Context: an optimization exercise on an open-source flow, tuned for small area and a short achievable clock period. The choices shown serve that exercise and are no tape-out recipe. The RTL was checked by simulation tests, not by an equivalence proof against the original design. Power figures rest on the tool's default switching activity, not on a simulated workload.

==> flow/design.v (outline; a module is shown in full before it is edited, if it fits) <==
// module FA: 4 lines
// module HA: 4 lines
// module NOR2: 3 lines
// module ALU2: 9004 lines
module ALU2 (
    input  logic clk,
    input  logic reset,
    input  logic [31:0] A, B,
    input  logic [3:0] op,
    output logic [31:0] Y
);
  // ...
==> flow/flow/run.sh <==
#!/bin/bash
set -euo pipefail
R=$PWD/orfs/results/sky130hd/ALU2/base
bash standard.sh $R/1_2_yosys.v > synth_flow.log 2>&1
python3 flow/ha2xor.py $R/1_2_yosys.v > ha2xor.log 2>&1
bash standard.sh "BUFFER_PORTS_ARGS=-buffer_cell sky130_fd_sc_hd__buf_1" SETUP_SLACK_MARGIN=45 finish > layout_flow.log 2>&1
==> flow/flow/ha2xor.py <==
#!/usr/bin/env python3
"""Replace each sky130 half adder whose carry output drives nothing with an
XOR2 cell (same function on the used output, a third less area).
usage: ha2xor.py NETLIST.v   (edited in place)"""
import re, sys
p = sys.argv[1]
t = open(p).read()
inst = re.compile(r'(  sky130_fd_sc_hd__ha_1 (\S+) \(\n\s*\.A\(([^)]*)\),\n\s*\.B\(([^)]*)\),\n\s*\.COUT\(([^)]*)\),\n\s*\.SUM\(([^)]*)\)\n\s*\);)')
# count every use of every net name in pin connections / assigns
uses = {}
for m in re.finditer(r'\.\w+\(([^()]*)\)', t):
    n = m.group(1).strip()
    uses[n] = uses.get(n, 0) + 1
for m in re.finditer(r'assign\s+([^=]+)=([^;]+);', t):
    for n in re.findall(r'[\\\w$.\[\]:]+ ?', m.group(0)):
        n = n.strip()
        uses[n] = uses.get(n, 0) + 1
cnt = 0
def rep(m):
    global cnt
    whole, name, a, b, co, s = m.groups()
    co = co.strip()
    if co == '' or uses.get(co, 0) <= 1:
        cnt += 1
        return f"  sky130_fd_sc_hd__xor2_1 {name} (\n    .A({a}),\n    .B({b}),\n    .X({s})\n  );"
    return whole
t2 = inst.sub(rep, t)
open(p, 'w').write(t2)
print(f"ha2xor: replaced {cnt} half adders")
==> flow/standard.sh <==
#!/bin/bash
# synth_recipe.tcl (not shown) runs the flow's synth.tcl, then flattens the netlist and writes it again
# the make line also repeats each setting of config.mk as NAME=value (left out here)
make -C /OpenROAD-flow-scripts/flow DESIGN_CONFIG=/design/flow/config.mk WORK_HOME=/design/flow/orfs CLKGATE_MAP_FILE= SYNTH_SCRIPT=/design/flow/synth_recipe.tcl "${@:-finish}"
==> flow/config.mk <==
export PLATFORM = sky130hd
export DESIGN_NAME = ALU2
export DESIGN_NICKNAME = ALU2
export VERILOG_FILES = /design/flow/design.v
export SDC_FILE = /design/flow/constraint.sdc
export NUM_CORES = 4
export LEC_CHECK = 0
export ABC_AREA = 1
export CAP_MARGIN = 20
export CORE_MARGIN = 2
export CORE_UTILIZATION = 65
export PLACE_DENSITY = 0.75
export SLEW_MARGIN = 20
export SYNTH_HIERARCHICAL = 1
export SYNTH_MINIMUM_KEEP_SIZE = 0
==> flow/constraint.sdc <==
create_clock -name core_clock -period 75.0 [get_ports {clk}]
set_input_delay 15.0000 -clock core_clock [delete_from_list [all_inputs] [get_ports {clk}]]
set_output_delay 15.0000 -clock core_clock [all_outputs]
set_load 0.01 [all_outputs]
==> run_results.csv, run 1 <==
group,metric,value,unit
detailed_routing,drt_first_pass_iters,9,
global_routing,grt_pass1_vias,64943,
cells_and_area,finalNonFillerCells,10617,
power,clock_power,0.101,mW
cells_and_area,inverters,1057,
placed_design,placed_area,64500,sq um
worst_setup_path,path_class,"in -> reg",
cells_and_area,top_register,"regB3",
global_routing,grt_pass1_wl,383000,um
detailed_routing,drt-initial-drc-count,8705,
power,power_leader,"combinational cells",
cells_and_area,fin_area,70100,sq um
synthesis,syn-cell-area,62400,sq um
power,p_comb_share,88.7,%
power,p_seq,0.110,mW
worst_setup_path,worstReg2RegEnd,"Y[12]",
cells_and_area,seq_cell_count,161,
global_routing,use_met1,57.9,%
cells_and_area,fillers,7701,
min_path,hold_start,"regQ[17]",
min_path,holdPathStages,3,
sta,setup_viol,0,
die,dieArea,98600,sq um
cts,cts_tree,"yes",
cells_and_area,layout.nets,10839,
cts,cts_hold_buf,0,
die,fp.dieW,314,um
cells_and_area,multi_input_area_share,80.7,%
die,ios,102,
status,status,"timing/DRC/antenna clean",
cells_and_area,largest_reg_flops,34,
power,cellPowerDensity,26.6,nW/um^2
cts,clock-root-buffer,"clkbuf_16",
worst_setup_path,crit_cells,110,
worst_setup_path,end_kind,"register",
global_routing,busiest_layer,"met2",
cells_and_area,final-clk-cell-share,0.831,%
cells_and_area,multi_input_cells,7633,
detailed_routing,drtAntennaViolNets,0,
worst_setup_path,cp_max_fo,8,
power,power.leakage,38.1,nW
==> run 2, diff against run 1 <==
==> flow/flow/run.sh (replaced) <==
#!/bin/bash
set -euo pipefail
R=$PWD/orfs/results/sky130hd/ALU2/base
bash standard.sh $R/1_2_yosys.v > synth_flow.log 2>&1
python3 flow/ha2xor.py $R/1_2_yosys.v > ha2xor.log 2>&1
bash standard.sh "BUFFER_PORTS_ARGS=-buffer_cell sky130_fd_sc_hd__buf_1" SETUP_SLACK_MARGIN=41 finish > layout_flow.log 2>&1
==> run 2 against run 1 <==
Still clean on timing, DRC and antenna. Critical path depth is 3 higher. Fmax is 7.5% lower. Die area stayed put. Sequential power hardly changed. Global-route usage is 0.44 points lower. Utilization is 4.7 points lower. Clock-buffer cell count stayed put. Setup slack worse by 2.5 ns. Clock skew is 0.013 ns lower. Register-to-register slack worse by 0.31 ns. Combinational power is 5% lower. Routed wire length is 3.8% lower. Largest power group unchanged.
==> run_results.csv, run 2 <==
group,metric,value,unit
die,dieArea,98600,sq um
min_path,holdPathStages,2,
worst_setup_path,critPathLaunchType,"input port",
power,p_comb_share,88.2,%
power,p_int,0.743,mW
global_routing,grt_max_degree,67,
worst_setup_path,worstReg2RegEnd,"Y[17]",
status,status,"timing/DRC/antenna clean",
detailed_routing,drt_first_pass_iters,7,
cts,cts_sinks,161,
global_routing,antenna_found_initial,32,
detailed_routing,drt-initial-drc-count,8664,
placed_design,dpl.hpwl,193000,um
cts,cts_hold_buf,0,
sta,setup_viol,0,
worst_setup_path,path_class,"in -> reg",
min_path,hold_start,"regQ[27]",
worst_setup_path,cpMaxStageDelayCell,"ha_1",
min_path,worstHoldEndpoint,"Y[27]",
sta,maxSlewViolCount,0,
cts,clk_pin_slew,0.10,ns
global_routing,grt_overflow_total,0,
worst_setup_path,end_kind,"register",
sta,slew_headroom,19.1,%
power,p_seq_share,6.2,%
worst_setup_path,crit_top_cell,"nand2_1",
cts,cts_tree,"yes",
worst_setup_path,reg2regPathDepth,137,
synthesis,avgSynthCellArea,6.94,sq um
sta,fin_skew,0.0436,ns
detailed_routing,drcViolationCount,0,
power,cellPowerDensity,27.3,nW/um^2
power,sw_frac_of_total,58.4,%
global_routing,grt_usage,51.5,%
cells_and_area,utilization,69.0,%
sta,tns,0,ns
power,p_sw,1.05,mW
synthesis,syn-cell-area,62400,sq um
sta,rsz0062_at_grt,"false",
cells_and_area,largest_reg_flops,34,
cts,clock-root-buffer,"clkbuf_16",
detailed_routing,detail_route.wl_per_cell,24.7,um
cts,htree_levels,4,
cells_and_area,top_register,"regB3",
worst_setup_path,critical_path.max_stage_delay,0.49,ns
worst_setup_path,cp.required,75.44,ns
worst_setup_path,r2r_setup_slack,46.14,ns
sta,fmax,30.5,MHz
cts,clk_latency,0.55,ns
placed_design,io_buffers,101,
sta,worst_pin_slew,1.21,ns
cts,cts_buffers,17,
die,fp.dieW,314,um
die,fp.dieH,314,um
synthesis,syn-num-nets,10520,
die,core,95200,sq um
die,ios,102,
detailed_routing,routed_via_density,6.32,
synthesis,synthCells,8995,
min_path,min-delay-path-class,"reg -> reg",
detailed_routing,vias,65872,
global_routing,grt_pass1_wl,379000,um
power,power.leakage,36.7,nW
power,clockPowerShare,5.6,%
synthesis,yosysWarnings,7,
cells_and_area,layout.nets,10636,
worst_setup_path,cp_max_fo,10,
cells_and_area,syn_to_final_growth,5.09,%
detailed_routing,drt_wl_total,257000,um
worst_setup_path,r2r-start,"regB[12]",
die,initial_core_util,65.6,%
sta,min_period,32.80,ns
die,placementRows,113,
cells_and_area,drive_gt1_share,5.17,%
sta,finalCritPeriodShare,43.7,%
detailed_routing,drtAntennaViolNets,0,
worst_setup_path,cp.arrival,33.24,ns
cts,cts.path.max_buffers,2,
flow_run,maxCapViolCount,0,
power,ir_drop,0.0864,mV
placed_design,gp_congestion,1.10,
cells_and_area,top_regs,"regB3 (34), Y (32), regA (32)",
global_routing,grt_pass1_vias,63016,
cells_and_area,layout_commonest_cell,"nand2_1",
sta,hold_viol,0,
cells_and_area,final_cell_mix,"2195 x nand2_1, 1224 x nor2_1, 1012 x inv_1, 955 x ha_1, 793 x xor2_1",
[run 2: changes by cell type in the layout (fill, tap and decap cells not counted), moves of 34 or more]
cell,before,now
ha_1,882,955
nand2_4,39,5
inv_1,958,1012
buf_4,328,141
ha_4,73,1
nand2_2,236,83
inv_2,65,26
nor2_4,45,10
a21oi_1,376,420
a21oi_2,42,8
nand2_1,2007,2195
nor2_1,1178,1224
nand3_1,270,304
[run 2: metal layers]
metal	wire (um)	track usage, %
met1	87900	58.2
met2	106000	75.2
met3	36600	21.2
met4	26300	43.3
met5	902	5.71
[run 2: how the worst max path moves through the flow]
stage / startpoint / to / slack (ns) / cells past startpoint
2_1_floorplan: op[0] / Y[31] / 44.56 / 41
3_3_place_gp: B[2] / regR[16] / 40.71 / 112
3_5_place_dp: B[2] / regR[16] / 40.07 / 112
4_1_cts: B[6] / regR[23] / 41.04 / 115
5_1_grt: B[2] / regR[23] / 40.88 / 117
6_report: B[1] / regR[17] / 42.20 / 113
[run 2: worst max-delay path, delay by kind of cell]
family                     cells  cell delay (ns)
and+or+nand+nor               61             7.96
AOI/OAI and AO/OA             28             4.71
adders and majority gates      9             3.52
buffers and inverters         14             1.82
xor gates and xnor gates       1             0.28
[run 2: power by group through the flow]
stage	Combinational (mW)	Clock (mW)	Sequential [mW]
2_1_floorplan	0.923	0	0.107
3_3_place_gp	1.40	0	0.109
3_5_place_dp	1.42	0	0.110
4_1_cts	1.43	0.0980	0.108
5_1_grt	1.66	0.102	0.110
6_report	1.58	0.100	0.110
[run 2: final cells by class]
type                       count  area (sq um)
multi-input combinational   7631         53800
fill                        8493         29500
sequential                   161          4050
inverter                    1055          4010
tap                         1265          1580
timing repair buffer         245          1500
clock buffer                  18           439
clock inverter                14           146
antenna                       29          72.6
[run 2: what timing repair did]
action | 4_1_cts | 5_1_grt
pin swaps | 0 | 5
setup endpoints to repair | 17 | 18
gates resized for setup | 4 | 46
setup buffers | 1 | 24
[run 2: metrics by stage]
step           std cells  total power, mW  cell area (sq um)  setup WS [ns]  hold WS (ns)
4_1_cts            10365             1.64              65200          41.04         0.915
5_1_grt            10395             1.87              65600          40.88         0.919
6_report           10418             1.79              65600          42.20         0.919
2_1_floorplan       8995             1.03              62400          44.56         0.645
3_3_place_gp       10332             1.51              64600          40.71         0.875
3_5_place_dp       10332             1.53              64600          40.07         0.881
==> run 3, diff against run 2 <==
==> flow/flow/run.sh (replaced) <==
#!/bin/bash
set -euo pipefail
R=$PWD/orfs/results/sky130hd/ALU2/base
bash standard.sh $R/1_2_yosys.v > synth_flow.log 2>&1
python3 flow/ha2xor.py $R/1_2_yosys.v > ha2xor.log 2>&1
bash standard.sh "BUFFER_PORTS_ARGS=-buffer_cell sky130_fd_sc_hd__buf_1" SETUP_SLACK_MARGIN=43 finish > layout_flow.log 2>&1
--- a/flow/config.mk
+++ b/flow/config.mk
@@ -6,5 +6,5 @@
 export NUM_CORES = 4
 export LEC_CHECK = 0
-export ABC_AREA = 1
+export ABC_AREA = 0
 export CAP_MARGIN = 20
 export CORE_MARGIN = 2
==> run 3 against run 2 <==
Still clean on timing, DRC and antenna. Worst hold slack improved by 0.18 ns. Global-route usage increased by 3.5 points. Sequential power about the same. Die area decreased by 1.5%. Non-clock buffer count increased by 254. Largest cell class unchanged. Largest power group unchanged. Highest routed layer unchanged.
==> run_results.csv, run 3 <==
group,metric,value,unit
status,status,"timing/DRC/antenna clean",
detailed_routing,drcViolationCount,0,
global_routing,grt_usage,55.0,%
power,p_sw,1.10,mW
cells_and_area,utilization,73.9,%
die,ios,102,
global_routing,grt_max_degree,70,
detailed_routing,drt-initial-drc-count,11540,
power,clockPowerShare,5.1,%
synthesis,yosysWarnings,7,
synthesis,syn-num-nets,8728,
detailed_routing,drtAntennaViolNets,0,
die,placementRows,112,
global_routing,antenna_found_initial,29,
worst_setup_path,end_kind,"register",
sta,fin_skew,0.0370,ns
worst_setup_path,path_class,"in -> reg",
sta,slew_headroom,15.3,%
die,fp.dieH,312,um
sta,setup_viol,0,
cells_and_area,top_regs,"regB3 (34), Y (32), regA (32)",
cells_and_area,fillers,7001,
flow_run,maxCapViolCount,0,
worst_setup_path,cp_num_buf_inv,12,
power,p_int,0.813,mW
worst_setup_path,critPathLaunchType,"input port",
sta,hold_viol,0,
placed_design,placed_area,64400,sq um
worst_setup_path,crit_family,"compound AO/OA/AOI/OAI gates",
min_path,min-delay-path-class,"reg -> reg",
cells_and_area,top_register,"regB3",
worst_setup_path,cp.arrival,33.92,ns
sta,fmax,29.8,MHz
sta,finalCritPeriodShare,44.7,%
cts,cts.path.max_buffers,2,
cells_and_area,drive_gt1_share,14.3,%
synthesis,synthCells,7203,
die,dieArea,97100,sq um
cts,htree_levels,4,
die,initial_core_util,65.7,%
cells_and_area,largest_reg_flops,34,
power,ir_drop,0.0824,mV
die,fp.dieW,312,um
cells_and_area,syn_to_final_growth,12.4,%
placed_design,dpl.hpwl,205000,um
power,cellPowerDensity,27.6,nW/um^2
worst_setup_path,cp_max_fo,6,
cts,clk_pin_slew,0.08,ns
cells_and_area,final_cell_mix,"890 x ha_1, 791 x xor2_1, 759 x nor2_1, 662 x a21o_1, 497 x fa_1",
cells_and_area,layout_commonest_cell,"ha_1",
cells_and_area,layout.nets,9075,
global_routing,grt_overflow_total,0,
worst_setup_path,cp.required,75.40,ns
cts,cts_buffers,17,
sta,worst_pin_slew,1.27,ns
cts,cts_hold_buf,0,
cells_and_area,fin_area,69100,sq um
cts,clk_latency,0.53,ns
cts,cts_sinks,161,
power,p_seq_share,5.8,%
sta,maxSlewViolCount,0,
global_routing,grt_pass1_wl,401000,um
sta,tns,0,ns
detailed_routing,drt_first_pass_iters,11,
detailed_routing,routed_via_density,7.57,
worst_setup_path,critical_path.max_stage_delay,0.55,ns
synthesis,syn-cell-area,61500,sq um
power,sw_frac_of_total,57.4,%
cts,cts_tree,"yes",
power,power.leakage,35.1,nW
detailed_routing,detail_route.wl_per_cell,31.7,um
worst_setup_path,cpMaxStageDelayCell,"or4b_4",
sta,min_period,33.52,ns
cts,clock-root-buffer,"clkbuf_16",
detailed_routing,drt_wl_total,280000,um
synthesis,avgSynthCellArea,8.54,sq um
power,p_comb_share,89.1,%
worst_setup_path,crit_top_cell,"o21a_1",
sta,rsz0062_at_grt,"true",
placed_design,io_buffers,101,
placed_design,gp_congestion,1.10,
detailed_routing,vias,66864,
global_routing,grt_pass1_vias,64236,
die,core,93600,sq um
-- run 3: through the flow --
step	power [mW]	setup slack [ns]	hold WS (ns)	cells
floorplan	1.06	42.03	0.736	7203
global placement	1.57	36.84	1.06	8539
detailed placement	1.63	36.58	1.06	8540
CTS	1.76	42.04	1.07	8747
global route	1.97	41.11	1.16	8825
finish	1.91	41.48	1.10	8831
-- run 3: worst paths after layout --
| path | from | to | cells after the start | slack [ns] |
|---|---|---|---|---|
| max | B[3] | regR[24] | 91 | 41.48 |
| min | regA[0] | Y[0] | 3 | 1.10 |
| min reg2reg | regA[0] | Y[0] | 3 | 1.10 |
| min in group asynchronous | reset | regA[26] | 2 | 14.56 |
| max in group asynchronous | reset | Y[7] | 4 | 58.47 |
| max reg2reg | regB[1] | Y[31] | 97 | 43.58 |
-- run 3: worst reg2reg max path: cells and delay by family, from the launching register on --
kind | cells | cell delay, ns
and+or+nand+nor | 17 | 5.11
AOI/OAI and AO/OA | 60 | 19.20
DFF | 1 | 0.35
buffers and inverters | 12 | 3.40
adders and majority gates | 8 | 3.17
-- run 3: layout make-up --
| type | instances | area, sq um | area share [%] |
|---|---|---|---|
| antenna | 14 | 35.0 | 0.0507 |
| clock buffer | 19 | 453 | 0.655 |
| clock inverter | 13 | 170 | 0.246 |
| inverter | 265 | 1060 | 1.53 |
| multi-input combinational | 6606 | 58200 | 84.2 |
| sequential | 161 | 4050 | 5.86 |
| tap | 1254 | 1570 | 2.27 |
| timing repair buffer | 499 | 3620 | 5.24 |
-- run 3: metal layers --
metal / up-vias / global-route usage [%] / part of all wire [%] / wire length, um
met2: 6103 / 77.0 / 39 / 109000
li1: 27152 / - / - / -
met4: 38 / 41.3 / 10 / 27900
met5: - / 0.642 / 0.16 / 451
met3: 1985 / 24.7 / 17 / 46900
met1: 31586 / 66.0 / 34 / 95900
-- run 3: power groups by stage --
stage	clock network, mW	logic, mW	registers [mW]
2_1_floorplan	0	0.952	0.107
3_3_place_gp	0	1.46	0.111
3_5_place_dp	0	1.52	0.111
4_1_cts	0.0972	1.56	0.109
5_1_grt	0.101	1.76	0.110
6_report	0.0982	1.70	0.111
-- run 3: what timing repair did --
action / CTS / global route
resized for setup: 315 / 164
pin swaps: 144 / 123
setup endpoints to repair: 40 / 50
gates cloned: 2 / 1
hold endpoints to repair: 0 / 0
setup buffers: 173 / 69
==> run 4, diff against run 3 <==
--- a/flow/config.mk
+++ b/flow/config.mk
@@ -6,5 +6,5 @@
 export NUM_CORES = 4
 export LEC_CHECK = 0
-export ABC_AREA = 0
+export ABC_AREA = 1
 export CAP_MARGIN = 20
 export CORE_MARGIN = 2
==> run 4 against run 3 <==
Clock skew rose by 0.0032 ns. Final area fell by 3.4%. Non-clock buffer count fell by 202. Clock power barely moved. Total power fell by 4.7%. Setup slack improved by 2.3 ns. Sequential cell count did not move. Fmax rose by 7.3%. Area after synthesis rose by 1.5%. Global-route usage fell by 3.3 points. Largest power group unchanged. Routed wire length fell by 7.3%. Highest routed layer unchanged.
==> run_results.csv, run 4 <==
group,metric,value,unit
status,status,"timing/DRC/antenna clean",
cells_and_area,syn_to_final_growth,6.93,%
cells_and_area,finalNonFillerCells,10465,
synthesis,syn-cell-area,62400,sq um
worst_setup_path,end_kind,"register",
cts,clk_pin_slew,0.10,ns
power,ir_drop,0.105,mV
worst_setup_path,path_class,"in -> reg",
sta,maxSlewViolCount,0,
detailed_routing,drcViolationCount,0,
sta,finalCritPeriodShare,41.7,%
sta,holdWs,0.935,ns
detailed_routing,drt-initial-drc-count,8706,
cells_and_area,top_register,"regB3",
cells_and_area,layout.nets,10689,
worst_setup_path,critPathLaunchType,"input port",
global_routing,antenna_found_initial,35,
sta,slew_headroom,20.2,%
flow_run,maxCapViolCount,0,
power,cellPowerDensity,27.2,nW/um^2
sta,worst_pin_slew,1.20,ns
global_routing,grt_pass1_wl,380000,um
cts,cts.path.max_buffers,2,
die,fp.dieH,314,um
detailed_routing,routed_via_density,6.35,
sta,hold_viol,0,
worst_setup_path,cp_num_buf_inv,11,
sta,min_period,31.24,ns
placed_design,io_buffers,101,
synthesis,yosysWarnings,7,
cts,cts_buffers,17,
cells_and_area,layout_commonest_cell,"nand2_1",
synthesis,avgSynthCellArea,6.94,sq um
min_path,min-delay-path-class,"reg -> reg",
cts,htree_levels,4,
worst_setup_path,critical_path.max_stage_delay,0.39,ns
global_routing,grt_pass1_vias,63197,
cells_and_area,utilization,70.2,%
worst_setup_path,cp.arrival,31.71,ns
detailed_routing,vias,66407,
placed_design,dpl.hpwl,193000,um
die,core,95200,sq um
detailed_routing,drt_first_pass_iters,7,
die,dieArea,98600,sq um
global_routing,grt_usage,51.8,%
cts,clk_latency,0.55,ns
detailed_routing,drt_wl_total,260000,um
cells_and_area,top_regs,"regB3 (34), Y (32), regA (32)",
worst_setup_path,crit_top_cell,"nand2_1",
cells_and_area,largest_reg_flops,34,
synthesis,synthCells,8995,
power,power.leakage,37.1,nW
die,initial_core_util,65.6,%
sta,setup_viol,0,
sta,fmax,32.0,MHz
detailed_routing,detail_route.wl_per_cell,24.8,um
die,fp.dieW,314,um
cells_and_area,drive_gt1_share,7.30,%
placed_design,placed_area,64600,sq um
sta,fin_skew,0.0402,ns
worst_setup_path,cp_max_fo,9,
synthesis,syn-num-nets,10520,
cts,cts_sinks,161,
sta,tns,0,ns
worst_setup_path,cpMaxStageDelayCell,"fa_2",
die,ios,102,
global_routing,grt_max_degree,67,
global_routing,grt_overflow_total,0,
cts,cts_tree,"yes",
worst_setup_path,crit_family,"simple AND/OR/NAND/NOR gates",
die,placementRows,113,
worst_setup_path,cp.required,75.46,ns
cells_and_area,fin_area,66800,sq um
cells_and_area,final_cell_mix,"2172 x nand2_1, 1196 x nor2_1, 997 x inv_1, 927 x ha_1, 793 x xor2_1",
placed_design,gp_congestion,1.10,
sta,rsz0062_at_grt,"false",
cts,clock-root-buffer,"clkbuf_16",
placed_design,placed_cells,10332,
detailed_routing,drtAntennaViolNets,0,
## run 4: where the power goes
| part | switching [mW] | internal, mW |
|---|---|---|
| Clock | 0.0549 | 0.0451 |
| Sequential | 0.0121 | 0.0979 |
| Combinational | 1.00 | 0.608 |
| Total | 1.07 | 0.751 |
## run 4: layout make-up
class                   count  area [sq um]
clock inverters            14           146
repair inverters            1          7.51
multi-input cells        7631         54600
flip-flops and latches    161          4050
fillers                  8348         28400
clock buffers              18           439
repair buffers            297          1910
diodes                     23          57.6
inverters                1055          4020
well taps                1265          1580
## run 4: worst min-delay path, cell delays in order (launching register included)
cell and delay [ns]:
dfstp_2 0.62, a2111oi_1 0.17, nand2_1 0.09
## run 4: layer usage
layer	GRT usage [%]	part of all wire (%)	up-vias
met3	21.9	15	1618
met1	58.3	34	30603
met5	3.48	0.24	-
met2	75.5	41	4718
li1	-	-	29436
met4	43.4	10	32
## run 4: timing repair
| item | in CTS | in global routing |
|---|---|---|
| gates resized for setup | 57 | 179 |
| pin swaps | 5 | 44 |
| hold endpoints to repair | 0 | 0 |
| gates cloned | 1 | 0 |
| setup endpoints to repair | 18 | 18 |
| setup buffers | 20 | 56 |
| hold buffers | 0 | 0 |
## run 4: per-stage QoR
step | setup WS [ns] | total power [mW]
after floorplan | 44.56 | 1.03
after global placement | 40.71 | 1.51
after detailed placement | 40.07 | 1.53
after CTS | 43.00 | 1.64
after global routing | 42.78 | 1.91
final | 43.76 | 1.82
## run 4: final timing paths
path                          start       end  slack [ns]  cells after the start
setup / recovery               B[0]  regR[23]       43.76                    116
hold / removal             regQ[27]     Y[27]        0.94                      2
setup reg to reg            regB[6]     Y[17]       46.28                    137
hold reg to reg            regQ[27]     Y[27]        0.94                      2
max in group asynchronous     reset      Y[8]       58.95                      3
min in group asynchronous     reset  regR[26]       14.53                      2
==> run 5, diff against run 4 <==
--- a/flow/config.mk
+++ b/flow/config.mk
@@ -9,6 +9,6 @@
 export CAP_MARGIN = 20
 export CORE_MARGIN = 2
-export CORE_UTILIZATION = 65
-export PLACE_DENSITY = 0.75
+export CORE_UTILIZATION = 70
+export PLACE_DENSITY = 0.8
 export SLEW_MARGIN = 20
 export SYNTH_HIERARCHICAL = 1
==> run 5 against run 4 <==
Still clean. Routed wire length up 1.4%. Via count rose by 2.6%. Clock power about the same.
==> run_results.csv, run 5 <==
group,metric,value,unit
die,dieArea,91600,sq um
sta,maxSlewViolCount,0,
sta,min_period,31.49,ns
worst_setup_path,cp.required,75.40,ns
cells_and_area,seq_area,4050,sq um
detailed_routing,drcViolationCount,0,
synthesis,synthCells,8995,
global_routing,grt_max_degree,75,
worst_setup_path,worstReg2RegEnd,"Y[17]",
die,initial_core_util,70.7,%
global_routing,grt_usage,56.9,%
detailed_routing,vias,68111,
sta,worst_pin_slew,1.37,ns
cts,cts_buffers,17,
power,ir_drop,0.113,mV
synthesis,syn-num-nets,10520,
global_routing,grt_pass1_vias,65114,
cts,cts_sinks,161,
placed_design,dpl.hpwl,191000,um
cts,cts_tree,"yes",
cells_and_area,top_register,"regB3",
detailed_routing,drt-initial-drc-count,10089,
global_routing,grt_pass1_wl,387000,um
cells_and_area,drive_gt1_share,7.18,%
worst_setup_path,crit_top_cell,"nand2_1",
worst_setup_path,r2r_setup_slack,44.34,ns
placed_design,io_buffers,101,
cells_and_area,largest_reg_flops,34,
worst_setup_path,cp_max_fo,10,
cells_and_area,layout.nets,10687,
cts,clock-root-buffer,"clkbuf_16",
sta,setup_viol,0,
sta,hold_viol,0,
power,power.leakage,37.0,nW
cts,clk_pin_slew,0.09,ns
sta,slew_headroom,7.96,%
cts,clk_latency,0.56,ns
die,placementRows,109,
sta,finalCritPeriodShare,42.0,%
cells_and_area,multi_input_area,54400,sq um
synthesis,avgSynthCellArea,6.94,sq um
placed_design,gp_congestion,1.10,
die,ios,102,
sta,tns,0,ns
global_routing,antenna_found_initial,36,
detailed_routing,drt_first_pass_iters,17,
sta,setup_ws,43.51,ns
cts,htree_levels,4,
min_path,min-delay-path-class,"reg -> reg",
worst_setup_path,cp.arrival,31.89,ns
cells_and_area,fillers,7092,
detailed_routing,drtAntennaViolNets,0,
worst_setup_path,end_kind,"register",
die,fp.dieH,303,um
cells_and_area,final_cell_mix,"2174 x nand2_1, 1200 x nor2_1, 995 x inv_1, 926 x ha_1, 793 x xor2_1",
worst_setup_path,setup.worst_path.end,"regR[16]",
cells_and_area,layout_commonest_cell,"nand2_1",
status,status,"timing/DRC/antenna clean",
synthesis,yosysWarnings,7,
detailed_routing,detail_route.wl_per_cell,25.4,um
detailed_routing,drt_wl_total,263000,um
die,core,88400,sq um
sta,rsz0062_at_grt,"false",
sta,fmax,31.8,MHz
cells_and_area,top_regs,"regB3 (34), Y (32), regA (32)",
cells_and_area,syn_to_final_growth,6.61,%
detailed_routing,routed_via_density,6.57,
worst_setup_path,path_class,"in -> reg",
worst_setup_path,crit_path_start,"B[0]",
sta,fin_skew,0.0265,ns
worst_setup_path,cpMaxStageDelayCell,"ha_4",
power,cellPowerDensity,29.0,nW/um^2
cts,cts.path.max_buffers,2,
global_routing,grt_overflow_total,0,
flow_run,maxCapViolCount,0,
synthesis,syn-cell-area,62400,sq um
worst_setup_path,reg2regPathDepth,143,
worst_setup_path,critPathLaunchType,"input port",
worst_setup_path,critical_path.max_stage_delay,0.46,ns
worst_setup_path,r2r-start,"regB[3]",
placed_design,dpl_worst_slack,40.35,ns
die,fp.dieW,303,um
[run 5: cell type report]
| class | count | area share (%) |
|---|---|---|
| diodes | 29 | 0.109 |
| clock buffers | 19 | 0.680 |
| clock inverters | 13 | 0.218 |
| inverters | 1055 | 6.05 |
| multi-input cells | 7631 | 81.7 |
| flip-flops and latches | 161 | 6.08 |
| well taps | 1165 | 2.19 |
| repair buffers | 295 | 2.92 |
| repair inverters | 1 | 0.0113 |
[run 5: worst max-delay path, delay by kind of cell]
kind | cells | cell delay, ns
AO/OA/AOI/OAI | 25 | 4.48
adder cells (fa/ha/maj) | 9 | 3.08
buffers and inverters | 11 | 1.30
AND/OR/NAND/NOR | 60 | 7.94
[run 5: layer usage]
metal  GRT usage (%)  share of wire [%]  vias up
li1                -                  -    29465
met1            61.3                 32    30967
met2            78.8                 39     5518
met3            31.4                 17     2118
met4            51.6                 12       43
met5            7.87               0.36        -
[run 5: worst min path at each step]
| stage | start | endpoint | depth (start not counted) |
|---|---|---|---|
| after floorplan | regQ[27] | Y[27] | 2 |
| after global placement | regQ[27] | Y[27] | 2 |
| after detailed placement | regQ[27] | Y[27] | 2 |
| after CTS | regQ[26] | Y[26] | 4 |
| after global routing | regQ[27] | Y[27] | 2 |
| final | regQ[27] | Y[27] | 2 |
[run 5: power by group]
part | internal (mW) | switching [mW] | total [mW]
clock | 0.0488 | 0.0529 | 0.102
combinational | 0.621 | 1.10 | 1.72
sequential | 0.0978 | 0.0126 | 0.110
[run 5: timing repair]
item                       CTS  global route
pin swaps                    3            36
gates resized for setup     38           194
hold buffers                 0             0
setup endpoints to repair   18            18
gates cloned                 1             0
setup buffers               15            60
[run 5: through the flow]
stage               hold slack (ns)  area, sq um  total power [mW]  util (%)  instances
floorplan                     0.645        62400              1.03         -       8995
global placement              0.848        64400              1.49      72.9      10230
detailed placement            0.875        64400              1.54      72.9      10230
CTS                           0.909        65300              1.66      73.9      10278
global route                  0.893        66500              2.04      75.3      10349
finish                        0.912        66600              1.93      75.3      10369
==> run 6, diff against run 5 <==
==> flow/flow/run.sh (replaced) <==
#!/bin/bash
set -euo pipefail
R=$PWD/orfs/results/sky130hd/ALU2/base
bash standard.sh $R/1_2_yosys.v > synth_flow.log 2>&1
python3 flow/ha2xor.py $R/1_2_yosys.v > ha2xor.log 2>&1
bash standard.sh "BUFFER_PORTS_ARGS=-buffer_cell sky130_fd_sc_hd__buf_1" SETUP_SLACK_MARGIN=44 finish > layout_flow.log 2>&1
--- a/flow/config.mk
+++ b/flow/config.mk
@@ -9,6 +9,6 @@
 export CAP_MARGIN = 20
 export CORE_MARGIN = 2
-export CORE_UTILIZATION = 70
-export PLACE_DENSITY = 0.8
+export CORE_UTILIZATION = 65
+export PLACE_DENSITY = 0.75
 export SLEW_MARGIN = 20
 export SYNTH_HIERARCHICAL = 1
==> run 6 against run 5 <==
Final area is 2.7% higher. Largest cell class unchanged. Still clean on timing, DRC and antenna. Critical endpoint is now regR[23]. Setup slack better by 0.67 ns. Clock-buffer cell count is 1 lower. Sequential power hardly changed.
==> run_results.csv, run 6 <==
group,metric,value,unit
status,status,"timing/DRC/antenna clean",
worst_setup_path,r2r_setup_slack,46.34,ns
cells_and_area,top_register,"regB3",
power,cellPowerDensity,26.4,nW/um^2
sta,slew_headroom,15.4,%
power,p_seq_share,6.1,%
die,fp.dieH,314,um
detailed_routing,drcViolationCount,0,
sta,fin_skew,0.0401,ns
synthesis,synthCells,8995,
sta,rsz0062_at_grt,"true",
cts,htree_levels,4,
die,placementRows,113,
sta,holdWs,0.934,ns
cells_and_area,layout_commonest_cell,"nand2_1",
global_routing,antenna_found_initial,38,
cells_and_area,fin_area,68400,sq um
global_routing,grt_pass1_vias,63591,
sta,hold_viol,0,
worst_setup_path,end_kind,"register",
placed_design,placed_cells,10332,
worst_setup_path,critical_path.max_stage_delay,0.39,ns
synthesis,syn-num-nets,10520,
sta,fmax,32.4,MHz
detailed_routing,drt_wl_total,262000,um
cts,cts_hold_buf,0,
worst_setup_path,cp.required,75.46,ns
die,initial_core_util,65.6,%
synthesis,avgSynthCellArea,6.94,sq um
detailed_routing,drt_first_pass_iters,13,
detailed_routing,drtAntennaViolNets,0,
sta,min_period,30.82,ns
cts,cts_tree,"yes",
cells_and_area,syn_to_final_growth,9.54,%
detailed_routing,detail_route.wl_per_cell,24.9,um
cells_and_area,final_cell_mix,"2108 x nand2_1, 1186 x nor2_1, 987 x inv_1, 895 x ha_1, 793 x xor2_1",
min_path,min-delay-path-class,"reg -> reg",
detailed_routing,routed_via_density,6.37,
placed_design,placed_area,64600,sq um
worst_setup_path,path_class,"in -> reg",
global_routing,grt_max_degree,67,
cells_and_area,top_regs,"regB3 (34), Y (32), regA (32)",
power,sw_frac_of_total,58.0,%
die,fp.dieW,314,um
cells_and_area,utilization,71.9,%
worst_setup_path,cp_max_fo,14,
worst_setup_path,crit_top_cell,"nand2_1",
global_routing,grt_usage,51.8,%
cells_and_area,layout.nets,10760,
die,dieArea,98600,sq um
synthesis,yosysWarnings,7,
cts,cts_buffers,17,
sta,setup_viol,0,
cts,clk_latency,0.54,ns
power,power.leakage,37.5,nW
worst_setup_path,cp.arrival,31.28,ns
power,p_sw,1.05,mW
global_routing,grt_pass1_wl,381000,um
sta,tns,0,ns
worst_setup_path,critPathLaunchType,"input port",
synthesis,syn-cell-area,62400,sq um
worst_setup_path,cp_num_buf_inv,17,
power,ir_drop,0.0882,mV
sta,finalCritPeriodShare,41.1,%
worst_setup_path,cpMaxStageDelayCell,"ha_1",
cells_and_area,largest_reg_flops,34,
cells_and_area,finalNonFillerCells,10536,
die,core,95200,sq um
placed_design,io_buffers,101,
power,p_comb_share,88.4,%
placed_design,gp_congestion,1.10,
cts,cts_sinks,161,
placed_design,dpl.hpwl,193000,um
power,p_int,0.758,mW
cells_and_area,drive_gt1_share,9.81,%
flow_run,maxCapViolCount,0,
global_routing,grt_overflow_total,0,
cts,clock-root-buffer,"clkbuf_16",
die,ios,102,
sta,worst_pin_slew,1.27,ns
detailed_routing,vias,67102,
detailed_routing,drt-initial-drc-count,8838,
cts,clk_pin_slew,0.09,ns
worst_setup_path,crit_family,"simple AND/OR/NAND/NOR gates",
power,clockPowerShare,5.5,%
sta,maxSlewViolCount,0,
cts,cts.path.max_buffers,2,
## run 6: changes by cell type in the layout (fill, tap and decap cells not counted), sizes merged
cell,change
clkbuf,-10
inv,+2
clkinv,+2
bufinv,-1
buf,+82
clkinvlp,-2
diode,-6
## run 6: worst reg2reg max path, delay by kind of cell, from the launching register on
| kind | cells | cell delay, ns |
|---|---|---|
| AO/OA/AOI/OAI | 25 | 4.71 |
| adder cells (fa/ha/maj) | 8 | 2.99 |
| buffers and inverters | 16 | 4.20 |
| flip-flops | 1 | 0.57 |
| AND/OR/NAND/NOR | 88 | 16.10 |
## run 6: routing by layer
layer | part of all wire [%] | wire length [um] | GRT usage (%) | up-vias
li1 | - | - | - | 29578
met1 | 34 | 88300 | 57.9 | 30979
met2 | 41 | 107000 | 75.6 | 4850
met3 | 15 | 38700 | 22.0 | 1665
met4 | 11 | 27900 | 44.3 | 30
met5 | 0.15 | 396 | 3.05 | -
## run 6: repair_timing
action                     4_1_cts  5_1_grt
gates cloned                     1        0
gates resized for setup        157      306
hold endpoints to repair         0        0
setup endpoints to repair       19       20
setup buffers                   47      101
pin swaps                       26      108
## run 6: final cells by class
type,instances,area (sq um)
repair buffers,368,2510
clock inverters,14,146
diodes,23,57.6
multi-input cells,7631,55600
well taps,1265,1580
fillers,8120,26700
inverters,1055,4030
repair inverters,1,7.51
flip-flops and latches,161,4050
clock buffers,18,439
## run 6: through the flow
step	setup WS, ns	power [mW]
floorplan	44.56	1.03
global placement	40.71	1.51
detailed placement	40.07	1.53
CTS	44.03	1.65
global route	43.46	1.90
finish	44.18	1.81
## run 6: power groups by stage
stage	logic (mW)	clock network, mW	registers [mW]
2_1_floorplan	0.923	0	0.107
3_3_place_gp	1.40	0	0.109
3_5_place_dp	1.42	0	0.110
4_1_cts	1.44	0.0980	0.108
5_1_grt	1.69	0.102	0.110
6_report	1.60	0.0997	0.110
## run 6: path summary, 6_finish.rpt
path,endpoint,cells after the start,start
max in group asynchronous,Y[8],3,reset
min,Y[27],2,regQ[27]
min reg2reg,Y[27],2,regQ[27]
max reg2reg,Y[17],137,regB[12]
min in group asynchronous,regR[26],2,reset
max,regR[23],122,B[4]

[separate check: timing with driven ports]
No port has a modelled driver above. Below, the same layouts with a new extraction and two added sets of constraints.
Step 1 assumes that a clkbuf_16 drives the clock port and a buf_2 every other input.
Step 2 also shifts input and output timing later by t, the mid clock arrival at the registers, as if the neighbouring blocks saw the same clock.
a / b / c = no drivers / after step 1 / after step 2; a / b = the first two.
run	t, ns	setup slack, ns	slew at the worst register clock pin (ns)
run 1	0.625	44.656 / 44.682 / 44.056	0.13 / 0.13
run 2	0.601	42.197 / 42.194 / 41.593	0.12 / 0.12
run 3	0.585	41.478 / 41.485 / 40.899	0.11 / 0.11
run 4	0.599	43.757 / 43.747 / 43.148	0.12 / 0.12
run 5	0.616	43.508 / 43.557 / 42.941	0.11 / 0.11
run 6	0.595	44.180 / 44.134 / 43.539	0.12 / 0.12
After both steps setup and hold are still met in every run listed. For run 6, which loses most, drivers alone change the setup slack by -0.046 ns; drivers and shift together by -0.641 ns.
